From an optimization exercise on the open Yosys and OpenROAD flow, aimed at small area, a short achievable clock period and few clock cycles per item; shortcuts taken in it are not production practice. Only simulation tests tie the RTL to the original design; equivalence was not proved.

[flow/config.mk]
export PLATFORM = sky130hd
export DESIGN_NAME = proc
export DESIGN_NICKNAME = proc
export VERILOG_FILES = /design/flow/design.v
export SDC_FILE = /design/flow/constraint.sdc
export NUM_CORES = 4
export LEC_CHECK = 0
export CAP_MARGIN = 20
export CORE_MARGIN = 2
export CORE_UTILIZATION = 40
export SLEW_MARGIN = 20
[flow/constraint.sdc]
create_clock -name core_clock -period 20.0 [get_ports {clk}]
set_input_delay 4.0000 -clock core_clock [delete_from_list [all_inputs] [get_ports {clk}]]
set_output_delay 4.0000 -clock core_clock [all_outputs]
set_load 0.01 [all_outputs]
[flow/design.v]
`timescale 1ns / 1ps
module REG_DRE_32(
    input [31:0] D,
    output [31:0] Q,
    input CLK,
    input RES,
    input ENABLE
    );
    reg [31:0] Q_tmp;
    assign Q=Q_tmp;
    always @(posedge CLK)
    begin
      if(RES==1'b1)
        Q_tmp<=32'd0;        
      else if(ENABLE==1'b1)
        Q_tmp<=D;
      else
        Q_tmp<=Q_tmp;
    end
endmodule
`timescale 1ns / 1ps
module MUX_2x1_32(
    input [31:0] I0,
    input [31:0] I1,
    input S,
    output [31:0] Y
    );
    assign Y= (S==1'b0) ? I0 : I1;
endmodule
`timescale 1ns / 1ps
module program_counter(
    input [31:0] D,          
    input MODE,              
    input ENABLE,            
    input RES,               
    input CLK,               
    output [31:0] PC_OUT     
    );
    reg [31:0] pc_reg;
    assign PC_OUT = pc_reg;
    always @ (posedge CLK) begin
        if (RES == 1) begin
            pc_reg <= 32'h1A00_0000;
        end else begin
            if (ENABLE == 1) begin
                if (MODE == 1) begin
                    pc_reg <= D;
                end else begin
                    pc_reg <= pc_reg + 4;    
                end
            end  
        end    
    end
endmodule
`timescale 1ns / 1ps
module register 
    # (
       parameter DATA_WIDTH = 32,
       parameter ADDR_WIDTH = 5
    )
    (
        input  [DATA_WIDTH-1:0]   D,             
        input  [ADDR_WIDTH-1:0]   A_D,           
        input  [ADDR_WIDTH-1:0]   A_Q0,          
        input  [ADDR_WIDTH-1:0]   A_Q1,
        input                     write_enable,  
        input                     RES,           
        input                     CLK,           
        output [DATA_WIDTH-1:0]   Q0,            
        output [DATA_WIDTH-1:0]   Q1             
    );
    reg [DATA_WIDTH-1:0] regset [2**ADDR_WIDTH-1:0];
    integer i;
    always @ (posedge CLK) begin
        if (RES) begin
            for (i=0; i<2**ADDR_WIDTH; i=i+1)
                regset[i] <= 0;        
        end else begin
            if (write_enable & A_D != 0)  
                regset[A_D] <= D;
        end
    end
    assign Q0 = regset[A_Q0];
    assign Q1 = regset[A_Q1];
endmodule
`timescale 1ns / 1ps
module imm_gen(
    input  [31:0] instr,
    output reg [31:0] imm
);
    reg [6:0] op_code;
    always @ (instr) begin
        op_code = instr[6:0];
        case (op_code)
            7'h13  :begin
                if (instr[14:12] == 3'b001 || instr[14:12] == 3'b101) begin
                    imm = $unsigned(instr[24:20]);
                end else begin
                    imm = $signed(instr[31:20]);    
                end
            end
            7'h03,
            7'h67   : imm = $signed(instr[31:20]);
            7'h23  : imm = $signed({instr[31:25],instr[11:7]});
            7'h63 : imm = $signed({instr[31],instr[7],instr[30:25],instr[11:8]});
            7'h6f    : imm = $signed({instr[31],instr[19:12],instr[20],instr[30:21]});
            7'h17  : imm = instr[31:12] << 12;
            7'h37    : imm = instr[31:12] << 12; 
            default        : imm = $signed(instr[31:20]);
        endcase
    end
endmodule
`timescale 1ns / 1ps
module ALU_control(
    input  [3:0] ALUOp,
    input  [4:0] func_bits,
    output [5:0] alu_ctr    
);   
    reg [4:0] func;
    assign alu_ctr[5] = (ALUOp == 4'b0100) ? 1'b1 : 1'b0;
    always @ (ALUOp, func_bits) begin
        case (ALUOp)
            4'b0000,
            4'b0101,
            4'b0110,
            4'b0111,
            4'b1000: func = func_bits;
            4'b0001: begin
                if (func_bits[2:0] == 3'b101) begin  
                    if (func_bits[4] == 1'b1) begin
                        func = 5'b10101;
                    end else begin
                        func = 5'b00101;
                    end
                end else begin
                    func = {2'b00, func_bits[2:0]};    
                end
            end
            4'b0100: func = {2'b00, func_bits[2:0]};
            4'b0010,
            4'b0011,
            4'b1001: func = 5'b00000;
            default: func = 5'b00000;
        endcase
    end
    assign alu_ctr[4:0] = func; 
endmodule
`timescale 1ns / 1ps
module alu(
    input       [5:0]  alu_ctr,
    input       [31:0] alu_rs1,
    input       [31:0] alu_rs2,
    output reg  [31:0] alu_res,
    output reg         alu_cmp
    );
    always @ (alu_ctr, alu_rs1, alu_rs2) begin
        alu_res = 32'd0; 
        alu_cmp = 1'b0;
        case (alu_ctr)
            6'b000000 : alu_res = $signed(alu_rs1) + $signed(alu_rs2);
            6'b001000 : alu_res = $signed(alu_rs1) * $signed(alu_rs2);    
            6'b010000 : alu_res = $signed(alu_rs1) - $signed(alu_rs2);
            6'b000001 : alu_res = alu_rs1 << alu_rs2[4:0];
            6'b000010 : alu_res = ($signed(alu_rs1) < $signed(alu_rs2))     ? 32'd1 : 32'd0;
            6'b000011: alu_res = ($unsigned(alu_rs1) < $unsigned(alu_rs2)) ? 32'd1 : 32'd0;
            6'b000100 : alu_res = alu_rs1 ^ alu_rs2;
            6'b000101 : alu_res = alu_rs1 >> alu_rs2[4:0];
            6'b010101 : alu_res = $signed(alu_rs1) >>> alu_rs2[4:0];
            6'b000110  : alu_res = alu_rs1 | alu_rs2;
            6'b000111 : alu_res = alu_rs1 & alu_rs2;
            6'b100000 : alu_cmp = ($signed(alu_rs1) == $signed(alu_rs2))    ? 1 : 0;
            6'b100001 : alu_cmp = ($signed(alu_rs1) != $signed(alu_rs2))    ? 1 : 0;
            6'b100100 : alu_cmp = ($signed(alu_rs1) <  $signed(alu_rs2))    ? 1 : 0;
            6'b100101 : alu_cmp = ($signed(alu_rs1) >=  $signed(alu_rs2))   ? 1 : 0;
            6'b100110: alu_cmp = ($unsigned(alu_rs1) < $unsigned(alu_rs2)) ? 1 : 0;
            6'b100111: alu_cmp = ($unsigned(alu_rs1) >= $unsigned(alu_rs2)) ? 1 : 0;
             default : begin alu_res = 32'd0; alu_cmp = 1'b0; end
        endcase
    end
 endmodule
`timescale 1ns / 1ps
module ctrl(
    input clk,
    input res,
    input         instr_gnt,
    input         instr_r_valid,
    input  [6:0]  instr_opcode, 
    output reg        instr_req,
    input         data_gnt,
    input         data_r_valid, 
    output reg        data_req,
    output reg        data_write_enable,
    input         irq,
    output reg        irq_ack,
    input         mret,  
    input  [1:0]  times_required,
    output reg        mem_access,
    output reg        mem_write, 
    output        finished_once,     
    output reg        pc_en,
    output reg        pc_backup_en,
    output reg        instr_en,
    output reg        instr_rst,
    output        instr_clr,
    output        irq_id_en,
    output reg        irq_ack_id_en,
    output reg        INT,
    output reg        instr_done,
    output reg [13:0] ctr_code
);
    reg int_Q;
    reg int_D;
    reg int_running_Q;     
    reg int_running_D;
    reg int_rst;
    parameter INITIAL = 0, INSTR_WAIT_GNT = 1, INSTR_WAIT_VALID = 2, INSTR_EXE = 3, READ_DATA_WAIT_GNT = 4, 
              WRITE_DATA_WAIT_GNT = 5, DATA_WAIT_VALID = 6, INT_PROC = 7;  
    reg [2:0] cur_state, next_state;   
    always @ (posedge clk) begin
        if (res) begin
            cur_state     <= INITIAL;  
            int_Q         <= 1'b1;
            int_running_Q <= 1'b0;
        end else begin
            cur_state     <= next_state;
            int_Q         <= int_D;
            int_running_Q <= int_running_D;
        end
    end
    always @ (int_Q, irq, int_rst) begin
        int_D = 1'b1;
        case (int_Q)
            1'b0: begin
                if (int_rst) begin
                    int_D = 1'b1;
                end else begin
                    int_D = 1'b0;     
                end
            end
            1'b1: begin
                if(irq) begin
                    int_D = 1'b0;    
                end
            end
            default: int_D = 1'b1;
        endcase
    end
    assign irq_id_en = int_Q;
    always @ (int_running_Q, INT, int_rst) begin
        int_running_D = 1'b0;
        case (int_running_Q)
            1'b0 : begin
                if (INT) begin
                    int_running_D = 1'b1;
                end
            end
            1'b1 : begin
                if (int_rst) begin
                    int_running_D = 1'b0;
                end else begin
                    int_running_D = 1'b1;
                end
           end
           default : int_running_D = 1'b0;
        endcase
    end
    always @ (cur_state,instr_gnt,instr_r_valid,mem_access,mem_write,times_required,data_gnt,data_r_valid,int_Q,int_running_Q) begin
        case(cur_state)
            INITIAL       : begin
                next_state = INSTR_WAIT_GNT;
            end
            INSTR_WAIT_GNT: begin
               if (instr_gnt) begin
                    next_state = INSTR_WAIT_VALID;
               end else begin
                    next_state = INSTR_WAIT_GNT;
               end 
            end            
            INSTR_WAIT_VALID: begin
               if (instr_r_valid) begin
                    next_state = INSTR_EXE;
               end else begin
                    next_state = INSTR_WAIT_VALID;
               end 
            end 
            INSTR_EXE: begin
                if (mem_access) begin
                    if(mem_write) begin
                        next_state = WRITE_DATA_WAIT_GNT;
                    end else begin
                        next_state = READ_DATA_WAIT_GNT;    
                    end
                end else if (!int_Q && !int_running_Q) begin
                    next_state = INT_PROC;
                end else begin
                    next_state = INSTR_WAIT_GNT;
                end   
            end
            INT_PROC: begin
                next_state = INSTR_WAIT_GNT;
            end
            READ_DATA_WAIT_GNT: begin
                if (data_gnt) begin
                    next_state = DATA_WAIT_VALID;
                end else begin
                    next_state = READ_DATA_WAIT_GNT;
                end    
            end
            DATA_WAIT_VALID: begin
                if (data_r_valid) begin
                    if (times_required != 2'b00) begin
                        next_state = READ_DATA_WAIT_GNT;
                    end else if (!int_Q && !int_running_Q) begin
                        next_state = INT_PROC;
                    end else begin
                        next_state = INSTR_WAIT_GNT;
                    end
                end else begin
                    next_state = DATA_WAIT_VALID;
                end
            end
            WRITE_DATA_WAIT_GNT: begin
                if (data_gnt) begin
                    if (times_required != 2'b00) begin
                        next_state = WRITE_DATA_WAIT_GNT;
                    end else if(!int_Q && !int_running_Q) begin
                        next_state = INT_PROC;
                    end else begin
                        next_state = INSTR_WAIT_GNT;    
                    end
                end else begin
                    next_state = WRITE_DATA_WAIT_GNT;
                end    
            end
            default: begin
                    next_state = INSTR_WAIT_GNT;
            end  
        endcase    
    end
    assign instr_clr = (next_state == INSTR_WAIT_GNT) || (next_state == INT_PROC);
    assign finished_once = (cur_state == DATA_WAIT_VALID) ? (data_r_valid) : 
                           (cur_state == WRITE_DATA_WAIT_GNT) ? (data_gnt) : 1'b0;
    always @ (cur_state) begin
        instr_req         = 1'b0;
        data_req          = 1'b0;
        pc_en             = 1'b0;
        pc_backup_en      = 1'b0;
        instr_en          = 1'b0;
        instr_rst         = 1'b0;
        irq_ack_id_en     = 1'b0;
        data_write_enable = 1'b0;
        INT               = 1'b0; 
        irq_ack           = 1'b0;                
        case (cur_state)
            INITIAL       : begin
            end
            INSTR_WAIT_GNT: begin
                instr_req = 1'b1; 
                instr_rst = 1'b1;                        
            end                         
            INSTR_WAIT_VALID: begin
                instr_req = 1'b0;   
                instr_en  = 1'b1;            
            end       
            INSTR_EXE: begin   
                pc_en = 1'b1;
            end  
            READ_DATA_WAIT_GNT: begin
                data_req = 1'b1;
            end
            WRITE_DATA_WAIT_GNT: begin
                data_req = 1'b1;
                data_write_enable = 1'b1;
            end
            DATA_WAIT_VALID: begin
                data_req  = 1'b0;               
            end
            INT_PROC: begin
                irq_ack       = 1'b1; 
                instr_rst     = 1'b1; 
                pc_en         = 1'b1; 
                pc_backup_en  = 1'b1; 
                irq_ack_id_en = 1'b1;
                INT           = 1'b1;         
            end    
            default: begin
                instr_req         = 1'b0;
                data_req          = 1'b0;
                pc_en             = 1'b0;
                pc_backup_en      = 1'b0;
                instr_en          = 1'b0;
                instr_rst         = 1'b0;
                irq_ack_id_en     = 1'b0;
                data_write_enable = 1'b0;
                INT               = 1'b0;
                irq_ack           = 1'b0;
            end
        endcase
    end
    always @ (instr_opcode,mret) begin
        mem_access = 1'b0;
        mem_write  = 1'b0;
        int_rst    = 1'b0;
        ctr_code   = 14'b00_0000_0000_0000;
        case (instr_opcode)
            7'h33     : ctr_code = 14'b00_0010_0000_0000;
            7'h13  : ctr_code = 14'b00_0110_0000_0001;  
            7'h23  : begin 
                ctr_code = 14'b00_0100_0000_0010;
                mem_access = 1'b1;
                mem_write = 1'b1;
             end
            7'h03   : begin
                ctr_code = 14'b00_1110_0000_0011;
                mem_access = 1'b1;
             end
            7'h63 : ctr_code = 14'b01_0000_0010_0100;
            7'h67   : ctr_code = 14'b00_0010_1100_0101;
            7'h6f    : ctr_code = 14'b00_0010_1110_0110;
            7'h17  : ctr_code = 14'b00_0010_1000_0111;
            7'h37    : ctr_code = 14'b00_0011_1000_1000;
            7'h73   : begin
                if (mret) begin
                    int_rst  = 1'b1;
                    ctr_code = 14'b00_0000_0001_1001;
                end else begin
                    ctr_code = 14'b10_0010_0000_1001;
                end
            end
            default        : ctr_code = 14'b00_0000_0000_0000;
        endcase    
    end
    always @ (cur_state, mem_access, data_r_valid, times_required) begin
        instr_done = 1'b0;
        case (cur_state)
            INSTR_EXE: begin 
                if (!mem_access)
                    instr_done = 1'b1;  
            end  
            DATA_WAIT_VALID: begin
                if (data_r_valid && times_required == 2'b00)
                    instr_done = 1'b1;              
            end
            WRITE_DATA_WAIT_GNT: begin
                if (data_gnt && times_required == 2'b00)
                    instr_done = 1'b1;
            end 
            default: instr_done = 1'b0;
        endcase        
    end
endmodule
`timescale 1ns / 1ps
module CSR
#(
    parameter ID = 1
)
(
    input clk,
    input res,
    input request,
    input instr_done,
    input [11:0] A,
    input [31:0] mode,
    output [31:0] Q
);
    reg [63:0] RDINSTRET;
    reg [31:0] reg_data;
    always @ (posedge clk) begin
        if (res) begin
            RDINSTRET <= 64'd0;
        end else begin
            if (instr_done)
                RDINSTRET <= RDINSTRET + 1;
        end
    end
    always @ (A, RDINSTRET) begin
        case (A)
            12'hC02:  reg_data = RDINSTRET[31:0];
            12'hC82: reg_data = RDINSTRET[63:32];     
            12'hF14:        reg_data = ID; 
            default:              reg_data = 32'd0;
        endcase
    end
    assign Q = reg_data;
endmodule
`timescale 1ns / 1ps
module int_proc(
    input clk,
    input res,
    input enable,
    input  [4:0] irq_id_D,
    output reg [4:0] irq_id_Q
);
    always @ (posedge clk) begin
        if (res) begin
            irq_id_Q <= 5'b00000;
        end else if (enable) begin
            irq_id_Q <= irq_id_D;
        end
    end
endmodule
`timescale 1ns / 1ps
module mem_access_ctrl(
    input clk,
    input res,
    input access,
    input write,
    input finished_once,
    input [2:0] width,
    input [31:0] addr_pre,
    input [31:0] data_from_mem,
    input [31:0] data_from_reg,
    output reg [1:0] times_required, 
    output reg [3:0]  data_be,
    output reg [31:0] addr_post,
    output reg [31:0] data_to_mem,
    output reg [31:0] data_to_reg
);
    reg  [31:0] prev_value_Q, prev_value_D;     
    wire [31:0] starting_addr = {addr_pre[31:2], 2'b00};
    wire [1:0] byte_offset = addr_pre[1:0];
    reg aligned;
    always @ (byte_offset, width) begin
        aligned = 1'b1;
        case (width)
            3'b000,
            3'b100: begin
                aligned = 1'b1;   
             end
            3'b001,
            3'b101: begin
                if (byte_offset == 2'b00 || byte_offset == 2'b01 || byte_offset == 2'b10) begin
                    aligned = 1'b1;                
                end else begin
                    aligned = 1'b0;
                end
             end
            3'b010: begin
                if (byte_offset == 2'b00) begin
                    aligned = 1'b1;                
                end else begin
                    aligned = 1'b0;
                end
             end  
             default: aligned = 1'b1;  
        endcase
    end
    parameter S0 = 0, S1 = 1, S2 = 2;
    reg [1:0] cur_state, next_state; 
    always @ (posedge clk) begin
        if (res) begin  
            cur_state <= S0;
            prev_value_Q <= 32'd0;   
        end else begin
            cur_state <= next_state;
            prev_value_Q <= prev_value_D;
        end
    end   
    always @ (cur_state, access, aligned, finished_once) begin
        next_state = S0;
        case (cur_state)
            S0 : begin
                if (access) begin
                    if (aligned)
                        next_state = S1;
                    else 
                        next_state = S2;
                end else begin
                    next_state = S0;
                end
            end
            S1 : begin
                if(finished_once) begin
                    next_state = S0;
                end else begin
                    next_state = S1;
                end
            end 
            S2 : begin
                if(finished_once) begin
                    next_state = S1;
                end else begin
                    next_state = S2;
                end
            end  
            default: next_state = S0;
        endcase
    end
    always @ (cur_state, finished_once) begin
        times_required = 2'b00;
        case (cur_state)
            S0 : begin
                times_required = 2'b00;    
            end
            S1 : begin
                if (finished_once) begin
                    times_required = 2'b00;
                end else begin
                    times_required = 2'b01;
                end
            end
            S2 : begin
                if (finished_once) begin
                    times_required = 2'b01;
                end else begin
                    times_required = 2'b10;    
                end
            end
            default : times_required = 2'b00;
        endcase 
    end
    always @ (cur_state, write, starting_addr, byte_offset, width, aligned, data_from_reg, data_from_mem, prev_value_Q) begin
        addr_post = 32'd0;
        data_to_mem = 32'd0;
        data_to_reg = 32'd0;
        data_be = 4'b0000;
        case (cur_state)
            S0 : begin
                addr_post = 32'd0;
                data_to_mem = 32'd0;
                data_to_reg = 32'd0; 
                data_be = 4'b0000;       
            end 
            S1 : begin
                case (width)
                    3'b000 : begin
                        addr_post = starting_addr;
                        if (write) begin
                            case (byte_offset) 
                                2'b00 : data_to_mem = {24'd0, data_from_reg[7:0]};
                                2'b01 : data_to_mem = {16'd0, data_from_reg[7:0], 8'd0};
                                2'b10 : data_to_mem = {8'd0, data_from_reg[7:0], 16'd0};
                                2'b11 : data_to_mem = {data_from_reg[7:0], 24'd0};
                                default : data_to_mem = 32'd0;
                            endcase    
                            data_be = 4'b0001 << byte_offset;    
                        end else begin
                            case (byte_offset) 
                                2'b00 : data_to_reg = {{24{data_from_mem[7]}}, data_from_mem[7:0]};
                                2'b01 : data_to_reg = {{24{data_from_mem[15]}}, data_from_mem[15:8]};
                                2'b10 : data_to_reg = {{24{data_from_mem[23]}}, data_from_mem[23:16]};
                                2'b11 : data_to_reg = {{24{data_from_mem[31]}}, data_from_mem[31:24]};
                                default : data_to_reg = 32'd0;
                            endcase    
                        end       
                    end
                    3'b100 : begin
                        addr_post = starting_addr;                       
                        case (byte_offset) 
                            2'b00 : data_to_reg = {24'd0, data_from_mem[7:0]};
                            2'b01 : data_to_reg = {24'd0, data_from_mem[15:8]};
                            2'b10 : data_to_reg = {24'd0, data_from_mem[23:16]};
                            2'b11 : data_to_reg = {24'd0, data_from_mem[31:24]};
                            default : data_to_reg = 32'd0;
                        endcase             
                    end
                    3'b001 : begin
                        if (aligned) begin
                            addr_post = starting_addr;
                             if (write) begin
                               case (byte_offset) 
                                 2'b00 : data_to_mem = {16'd0, data_from_reg[15:0]};
                                 2'b01 : data_to_mem = {8'd0, data_from_reg[15:0], 8'd0};
                                 2'b10 : data_to_mem = {data_from_reg[15:0], 16'd0};
                                 default : data_to_mem = 32'd0;
                             endcase    
                             data_be = 4'b0011 << byte_offset;     
                           end else begin
                               case (byte_offset) 
                                   2'b00 : data_to_reg = {{16{data_from_mem[15]}}, data_from_mem[15:0]};
                                   2'b01 : data_to_reg = {{16{data_from_mem[23]}}, data_from_mem[23:8]};
                                   2'b10 : data_to_reg = {{16{data_from_mem[31]}}, data_from_mem[31:16]};
                                   default : data_to_reg = 32'd0;
                               endcase     
                           end
                        end else begin
                            addr_post = starting_addr + 4;
                            if (write) begin
                                data_to_mem = {24'd0, data_from_reg[15:8]};
                                data_be = 4'b0001;    
                            end else begin
                                data_to_reg = {{16{data_from_mem[7]}},data_from_mem[7:0],prev_value_Q[7:0]};
                            end
                        end
                    end
                    3'b101 : begin
                        if (aligned) begin
                            addr_post = starting_addr;
                           case (byte_offset) 
                               2'b00 : data_to_reg = {16'd0, data_from_mem[15:0]};
                               2'b01 : data_to_reg = {16'd0, data_from_mem[23:8]};
                               2'b10 : data_to_reg = {16'd0, data_from_mem[31:16]};
                               default : data_to_reg = 32'd0;
                           endcase     
                        end else begin
                            addr_post = starting_addr + 4;
                            data_to_reg = {16'd0,data_from_mem[7:0],prev_value_Q[7:0]};
                        end    
                    end
                    3'b010 : begin
                        if (aligned) begin
                            addr_post = starting_addr;
                            if (write) begin
                                data_to_mem = data_from_reg;
                                data_be = 4'b1111;     
                            end else begin
                               data_to_reg = data_from_mem;    
                           end
                        end else begin
                            addr_post = starting_addr + 4;
                            if (write) begin
                                case (byte_offset)
                                    2'b01 : data_to_mem = {24'd0, data_from_reg[31:24]};
                                    2'b10 : data_to_mem = {16'd0, data_from_reg[31:16]};
                                    2'b11 : data_to_mem = {8'd0, data_from_reg[31:8]};
                                    default : data_to_mem = 32'd0;
                                endcase 
                                data_be = (byte_offset == 2'b01)?(4'b0001):(byte_offset == 2'b10)?(4'b0011):(byte_offset == 2'b11)?(4'b0111):(4'b0000);   
                            end else begin
                                case (byte_offset)
                                    2'b01 : data_to_reg = {data_from_mem[7:0], prev_value_Q[23:0]};
                                    2'b10 : data_to_reg = {data_from_mem[15:0],prev_value_Q[15:0]};
                                    2'b11 : data_to_reg = {data_from_mem[23:0],prev_value_Q[7:0]};
                                    default : data_to_reg = 32'd0;
                                endcase 
                            end
                        end
                    end 
                    default : begin
                        addr_post = 32'd0;
                        data_to_mem = 32'd0;
                        data_to_reg = 32'd0; 
                        data_be = 4'b0000;     
                    end
                endcase     
            end
            S2 : begin
                case (width)
                    3'b001 : begin
                        addr_post = starting_addr;
                        if (write) begin
                            data_to_mem = {data_from_reg[7:0], 24'd0};
                            data_be = 4'b1000;    
                        end else begin
                            data_to_reg = 32'd0;
                        end
                    end
                    3'b101 : begin
                        addr_post = starting_addr;
                        data_to_reg = 32'd0;
                    end
                    3'b010 : begin
                        addr_post = starting_addr;
                        if (write) begin
                            case (byte_offset)
                                2'b01 : data_to_mem = {data_from_reg[23:0], 8'd0};
                                2'b10 : data_to_mem = {data_from_reg[15:0], 16'd0};
                                2'b11 : data_to_mem = {data_from_reg[7:0], 24'd0};
                                default : data_to_mem = 32'd0;
                            endcase 
                            data_be = 4'b1111 << byte_offset;  
                        end else begin
                            data_to_reg = 32'd0;
                        end    
                    end 
                    default : begin
                        addr_post = 32'd0;
                        data_to_mem = 32'd0;
                        data_to_reg = 32'd0; 
                        data_be = 4'b0000;     
                    end
                endcase
            end
            default: begin
                addr_post = 32'd0;
                data_to_mem = 32'd0;
                data_to_reg = 32'd0; 
                data_be = 4'b0000; 
            end  
        endcase            
    end
    always @ (cur_state, width, byte_offset, data_from_reg, data_from_mem, prev_value_Q) begin
        prev_value_D = 32'd0;
        case (cur_state)
            S0,
            S1 : prev_value_D = prev_value_Q;
            S2 : begin
                case (width)
                    3'b001,
                    3'b101 : begin
                        prev_value_D = {24'd0, data_from_mem[31:24]};    
                    end
                    3'b010 : begin
                        case (byte_offset)
                            2'b01 : prev_value_D = {8'd0, data_from_mem[31:8]};
                            2'b10 : prev_value_D = {16'd0, data_from_mem[31:16]};
                            2'b11 : prev_value_D = {24'd0, data_from_mem[31:24]};
                            default : prev_value_D = 32'd0;  
                        endcase  
                    end
                    default : prev_value_D = 32'd0; 
                endcase        
            end
            default : prev_value_D = 32'd0;
        endcase
    end
endmodule
`timescale 1ns / 1ps
module proc
#(  
    parameter ID = 1
)
(
    input clk,
    input res,
    input         instr_gnt,
    input         instr_r_valid,
    input  [31:0] instr_read,
    output        instr_req,
    output [31:0] instr_addr,
    input         data_gnt,
    input         data_r_valid,
    input  [31:0] data_read,
    output        data_req,
    output        data_write_enable,
    output [3:0]  data_be,
    output [31:0] data_addr,   
    output [31:0] data_write
);
    wire         irq = 1'b0;
    wire  [4:0]  irq_id = 5'b00000;
    wire         irq_ack;
    wire  [4:0]  irq_ack_id;
    wire        pc_mode;
    wire        pc_en;
    wire        pc_backup_en;
    wire [31:0] pc_value;
    wire [31:0] pc_backup;
    wire [31:0] pc_jump_address;
    wire instr_reg_en;
    wire instr_reg_rst;
    wire instr_en;
    wire instr_rst;
    wire instr_clr;
    wire [31:0] instr;
    wire        mret;    
    wire        instr_done;
    wire        CSRReq, Branch, MemtoReg, ALUSrc, RegWrite, LUI, ALUtoMem, Jump, JAL, RET;
    wire [3:0]  ALUOp;
    wire [6:0]  instr_opcode;
    wire [13:0] ctr_code;
    wire        INT;
    wire        irq_id_en;
    wire        irq_ack_id_en;
    wire [4:0]  cur_irq_id;
    wire [31:0] reg_read_Q0, reg_read_Q1;
    wire [31:0] reg_write_data;
    wire        alu_cmp;
    wire [5:0]  alu_ctrl;
    wire [31:0] alu_result;
    wire [31:0] alu_rs1;
    wire [31:0] alu_rs2;
    wire [1:0] times_required;
    wire mem_access;
    wire mem_write;
    wire finished_once;
    wire [31:0] load_data;
    wire [31:0] imm;
    wire [31:0] csr_data;
    wire [31:0] post_mux_CSR;
    wire [31:0] data_LUI;
    wire [31:0] data_AUIPC;
    wire [31:0] post_mux_LUI;
    wire [31:0] post_mux_Jump;
    wire [31:0] data_prev_mem;
    wire [31:0] data_jump;
    assign pc_mode = (alu_cmp & Branch) | Jump | INT | RET;
    assign pc_jump_address = (INT == 1'b1) ? (32'h1C00_8000 + {cur_irq_id, 2'b0}) : 
                             (RET == 1'B1) ? (pc_backup) :
                             (JAL == 1'b1) ? (pc_value + {imm[30:0], 1'b0}) : (reg_read_Q0 + imm);
    program_counter pc(
        .D(pc_jump_address),     
        .MODE(pc_mode),          
        .ENABLE(pc_en),          
        .RES(res),               
        .CLK(clk),               
        .PC_OUT(pc_value)        
    );
    assign instr_addr = pc_value;    
    REG_DRE_32 pc_backup_reg(
        .D(pc_value),
        .Q(pc_backup),
        .CLK(clk),
        .RES(res),
        .ENABLE(pc_backup_en)    
    );
    assign instr_reg_en  = instr_r_valid & instr_en;
    assign instr_reg_rst = instr_clr | res;
    REG_DRE_32 instr_reg(
        .D(instr_read),
        .Q(instr),
        .CLK(clk),
        .RES(instr_reg_rst),
        .ENABLE(instr_reg_en)
    );
    assign instr_opcode = instr[6:0];
    ctrl ctrl_unit(
        .clk(clk),
        .res(res),
        .instr_gnt(instr_gnt),
        .instr_r_valid(instr_r_valid),
        .instr_req(instr_req),  
        .instr_opcode(instr_opcode),
        .data_gnt(data_gnt),
        .data_r_valid(data_r_valid),
        .data_req(data_req),
        .data_write_enable(data_write_enable),
        .irq(irq),
        .irq_ack(irq_ack),
        .mret(mret),
        .times_required(times_required),
        .mem_access(mem_access),
        .mem_write(mem_write), 
        .finished_once(finished_once),  
        .pc_en(pc_en),
        .pc_backup_en(pc_backup_en),
        .instr_en(instr_en),
        .instr_rst(instr_rst),
        .instr_clr(instr_clr),
        .irq_id_en(irq_id_en),
        .irq_ack_id_en(irq_ack_id_en),
        .INT(INT),
        .instr_done(instr_done),
        .ctr_code(ctr_code)
    ); 
    assign mret     = (instr_opcode == 7'h73 && instr[14:12] == 3'b000) ? 1'b1 : 1'b0;
    assign CSRReq   = ctr_code[13];
    assign Branch   = ctr_code[12];
    assign MemtoReg = ctr_code[11];
    assign ALUSrc   = ctr_code[10];
    assign RegWrite = ctr_code[9];
    assign LUI      = ctr_code[8];
    assign ALUtoMem = ctr_code[7];
    assign Jump     = ctr_code[6];
    assign JAL      = ctr_code[5];
    assign RET      = ctr_code[4];
    assign ALUOp    = ctr_code[3:0];
    CSR #(.ID(ID)) csr_unit(
        .clk(clk),
        .res(res),
        .request(CSRReq),
        .instr_done(instr_done),
        .A(instr[31:20]),
        .mode(reg_read_Q0),
        .Q(csr_data)
    );
    int_proc irq_id_reg(
        .clk(clk),
        .res(res),
        .enable(irq_id_en),
        .irq_id_D(irq_id),
        .irq_id_Q(cur_irq_id)
    );    
    assign irq_ack_id = irq_ack_id_en ? cur_irq_id : 5'b00000;
    register register_set(
        .D(reg_write_data),           
        .A_D(instr[11:7]),            
        .A_Q0(instr[19:15]),          
        .A_Q1(instr[24:20]),
        .write_enable(RegWrite & instr_done),     
        .RES(res),                   
        .CLK(clk),                   
        .Q0(reg_read_Q0),            
        .Q1(reg_read_Q1)             
    );
    imm_gen imm_gen_unit(
        .instr(instr),
        .imm(imm)
    );
    ALU_control alu_ctrl_unit(
        .ALUOp(ALUOp),
        .func_bits({instr[30],instr[25],instr[14:12]}),
        .alu_ctr(alu_ctrl)    
    );
    MUX_2x1_32 mux_alu_rs2(
        .I0(reg_read_Q1),
        .I1(imm),
        .S(ALUSrc),
        .Y(alu_rs2)
    );
    assign alu_rs1 = reg_read_Q0; 
    alu alu_unit(
        .alu_ctr(alu_ctrl),
        .alu_rs1(alu_rs1),
        .alu_rs2(alu_rs2),
        .alu_res(alu_result),
        .alu_cmp(alu_cmp)
    );
    mem_access_ctrl mem_access_ctrl_unit(
        .clk(clk),
        .res(res),
        .access(mem_access),
        .write(mem_write),
        .finished_once(finished_once),
        .width(instr[14:12]),
        .addr_pre(alu_result),
        .data_from_mem(data_read),
        .data_from_reg(reg_read_Q1),
        .times_required(times_required), 
        .data_be(data_be),
        .addr_post(data_addr),
        .data_to_mem(data_write),
        .data_to_reg(load_data)
    );
    assign data_LUI = imm;
    assign data_AUIPC = pc_value + imm;    
    MUX_2x1_32 mux_LUI(
        .I0(data_AUIPC),
        .I1(data_LUI),
        .S(LUI),
        .Y(post_mux_LUI)
    );
    assign data_jump = pc_value + 4;
    MUX_2x1_32 mux_Jump(
        .I0(post_mux_LUI),
        .I1(data_jump),
        .S(Jump),
        .Y(post_mux_Jump)
    );   
    MUX_2x1_32 mux_CSR(
        .I0(alu_result),
        .I1(csr_data),
        .S(CSRReq),
        .Y(post_mux_CSR)
    );
    MUX_2x1_32 mux_prev_mem(
        .I0(post_mux_CSR),
        .I1(post_mux_Jump),
        .S(ALUtoMem),
        .Y(data_prev_mem)
    );
    MUX_2x1_32 mux_post_mem(
        .I0(data_prev_mem),
        .I1(load_data),
        .S(MemtoReg),
        .Y(reg_write_data)
    );     
endmodule
[flow/run.sh]
#!/bin/bash
# synth_recipe.tcl (not shown) runs the flow's synth.tcl, then flattens the netlist and writes it again
# the make line also repeats each setting of config.mk as NAME=value (left out here)
make -C /OpenROAD-flow-scripts/flow DESIGN_CONFIG=/design/flow/config.mk WORK_HOME=/design/flow/orfs CLKGATE_MAP_FILE= SYNTH_SCRIPT=/design/flow/synth_recipe.tcl finish
==> results.toml <==
[place]
hpwl_um = 339000
io_buffers = 170
place_congestion = 1.05

[cells_and_area]
regMostFlops = "register_set.regset"
multi_input_area_um2 = 58500
syn_to_final_growth_pct = 10.7
final-seq-area_um2 = 34900
drive_gt1_frac = 0.110
largest_reg_flops = 1024
fin_nets = 10900
fillers = 23100
reg_top3 = "register_set.regset: 1024 flops, csr_unit.RDINSTRET: 64 flops"

[yosys]
synth-adder-area-share = 0.129
yosys_warnings = 10
yosys.cell_types.count = 113
syn_inst = 10200
synth_top_family_by_area = "compound AO/OA/AOI/OAI gates"
synthArstFlopShare = 0
synth_xor_area_frac = 0.0244
synth_mux_area_frac = 0.122
ys_seq_area_frac = 0.355
netlist_area_um2 = 98200
synth_commonest_cells = "nor2_1 (1814), edfxtp_1 (1024), nand2_1 (789)"
synth_edf_count = 1024
syn_avg_cell_area_um2 = 9.63
synth-seq-cells = 1231
yosysMostFrequentCell = "nor2_1"
netlist.area_leader.share = 0.313
synthSimpleGateAreaFrac = 0.153
netlist_top_cells_area = "edfxtp_1 (31%), fa_1 (8.4%), nor2_1 (6.9%)"
synth_compound_area_frac = 0.156
ys.flop_type = "edfxtp_1"
yosysTopAreaCell = "edfxtp_1"

[route]
wirelength_um = 496000
drcViolationCount = 0
vias = 91800
drtPass1Iterations = 10
antenna_left = 0
wl_per_cell_um = 37.1
viasPerCell = 6.86
drt_iter0_drc = 15600

[timing]
period_share = 0.915
final-hold-violation-count = 0
final.min_clock_period_ns = 18.30
tightest_slew_ns = 1.28
fmax_ghz = 0.0546
rsz0062_at_grt = "false"
setup_viol = 0
slew_viol_final = 0
slew_headroom = 0.145
finalClockSkew_ns = 0.0703
fin_setup_tns_ns = 0

[die]
fp-row-count = 181
ios = 173
core_area_um2 = 244000
die-area_um2 = 250000
die_h_um = 500
start_util = 0.403
die-width_um = 500

[setup_path]
crit_top_cell = "fa_1"
r2r_slack_ns = 5.89
crit_slowest_cell = "o21ai_2"
crit_required_ns = 16.00
cp-end-kind = "primary output"
cp_slowest_stage_delay_ns = 0.87
timing.rr.end = "register_set.regset[30][30]$_SDFFCE_PN0P_"
criticalPathCategory = "flip-flop to primary output"
cp-start-kind = "flip-flop"
cp_max_fo = 33
crit_arrival_ns = 14.30
reg2reg_depth = 32

[clocking]
cts_tree = "done"
cts_resized = 0
clk_latency_ns = 0.83
cts.path.max_buffers = 3
numClockSinks = 1231
cts_buffers = 132
cts_root_buffer = "clkbuf_16"
cts_hold_buf = 0
cts_htree_levels = 4
cts_setup_buffers = 0
clkTransAtPathRegs_ns = 0.06

[grt]
grt_overflow = 0
grt_pass1_wl_um = 682000
track_usage = 0.385
grt_max_degree = 164
grt_pass1_vias = 87300
antenna_found_initial = 29

[min_path]
hold_start = "ctrl_unit.int_Q$_SDFF_PP1_"
min_to = "ctrl_unit.int_Q$_SDFF_PP1_"
hold_depth = 1
hold_class = "flip-flop to flip-flop"

[run]
cap_violations = 0

[run_status]
outcome = "timing/DRC/antenna clean"
## through the flow
stage | util | setup slack (ns) | instances | cell area, um^2 | hold slack, ns
detailed placement | 0.427 | 2.89 | 13100 | 104000 | 0.434
global route | 0.446 | 1.31 | 13400 | 109000 | 0.473
floorplan | - | 5.54 | 10200 | 98400 | 0.406
finish | 0.446 | 1.70 | 13400 | 109000 | 0.449
CTS | 0.446 | 1.99 | 13400 | 109000 | 0.451
global placement | 0.427 | 2.92 | 13100 | 104000 | 0.420
## kinds of logic (layout without fill, tap and decap cells)
| group | Yosys count | count (layout) |
|---|---|---|
| adders and majority gates | 765 | 765 |
| muxes | 828 | 828 |
| buffers and inverters | 1415 | 1345 |
| AOI/OAI and AO/OA | 2217 | 2217 |
| other | 1 | 52 |
| DFF | 1231 | 1231 |
| and+or+nand+nor | 3478 | 3478 |
| xor gates and xnor gates | 262 | 262 |
## metal layers
layer	track usage	part of all wire
met1	0.485	0.36
met2	0.551	0.41
met3	0.131	0.15
met4	0.271	0.086
met5	0.0145	0.0013
## worst max-delay path, delay by kind of cell (launching register included)
| kind | cells | cell delay [ns] |
|---|---|---|
| fa+ha+maj | 10 | 4.80 |
| compound gates | 9 | 2.61 |
| simple gates | 6 | 1.35 |
| mux | 3 | 1.67 |
| flops | 1 | 0.81 |
| buf+inv | 6 | 2.11 |
## layout by cell type (no fill, tap or decap), types with 31 or more instances in the layout
cell type	n
nand2_2	41
nor3_1	140
o22ai_1	77
buf_4	329
a21o_1	52
clkbuf_16	133
a21oi_1	473
o221ai_1	37
xor2_1	103
nor2b_1	82
clkdlybuf4s50_1	169
a31oi_1	78
nand2_1	726
o21ai_0	304
dfxtp_1	198
nand4_1	43
nand2b_1	46
edfxtp_1	1024
mux4_2	293
and2_1	45
o21a_1	39
mux2i_1	505
o211ai_1	99
a221oi_1	68
nor2_1	1809
a22oi_1	344
a211oi_1	143
clkinv_1	31
conb_1	34
a22o_1	69
and3_1	72
or3_1	49
fa_1	413
nand3_1	223
xnor2_1	152
inv_1	573
ha_1	349
## area by class of cell
| type | count | share of cell area |
|---|---|---|
| inverter | 597 | 0.0206 |
| timing repair buffer | 508 | 0.0401 |
| clock inverter | 74 | 0.0105 |
| multi-input combinational | 7584 | 0.538 |
| sequential | 1231 | 0.321 |
| tap | 3202 | 0.0369 |
| antenna | 18 | 0.000414 |
| clock buffer | 166 | 0.0324 |
## worst max-delay path by stage
stage | startpoint | endpoint | depth (start not counted)
floorplan | flip-flop | data_addr[31] | 41
global placement | flip-flop | data_addr[31] | 35
detailed placement | flip-flop | data_addr[31] | 35
CTS | flip-flop | data_addr[31] | 35
global route | flip-flop | data_addr[31] | 34
finish | flip-flop | data_addr[31] | 34
Testbench counts, summed over its fixed seeds: cycles 114,744, instructions 33,484.

## separate check: timing with driven ports
The flow's constraints put no driver on any port. The routed layout listed below was extracted and timed again, unchanged, in two steps.
Step 1 assumes that a clkbuf_16 drives the clock port and a buf_2 every other input.
Step 2 also shifts input and output timing later by t, the mid clock arrival at the registers, as if the neighbouring blocks saw the same clock.
Slacks: ideal / step 1 / step 2; pairs: ideal / step 1.
t, ns: 0.895
slack for setup (ns): 1.699 / 1.604 / 2.499
hold slack, ns: 0.449 / 0.449 / 0.449
worst setup path at the end: register to output
latest minus earliest clock arrival (ns): 0.071 / 0.070
After both steps setup and hold are still met in this run. For this run, drivers alone change the setup slack by -0.095 ns; drivers and shift together by +0.800 ns.
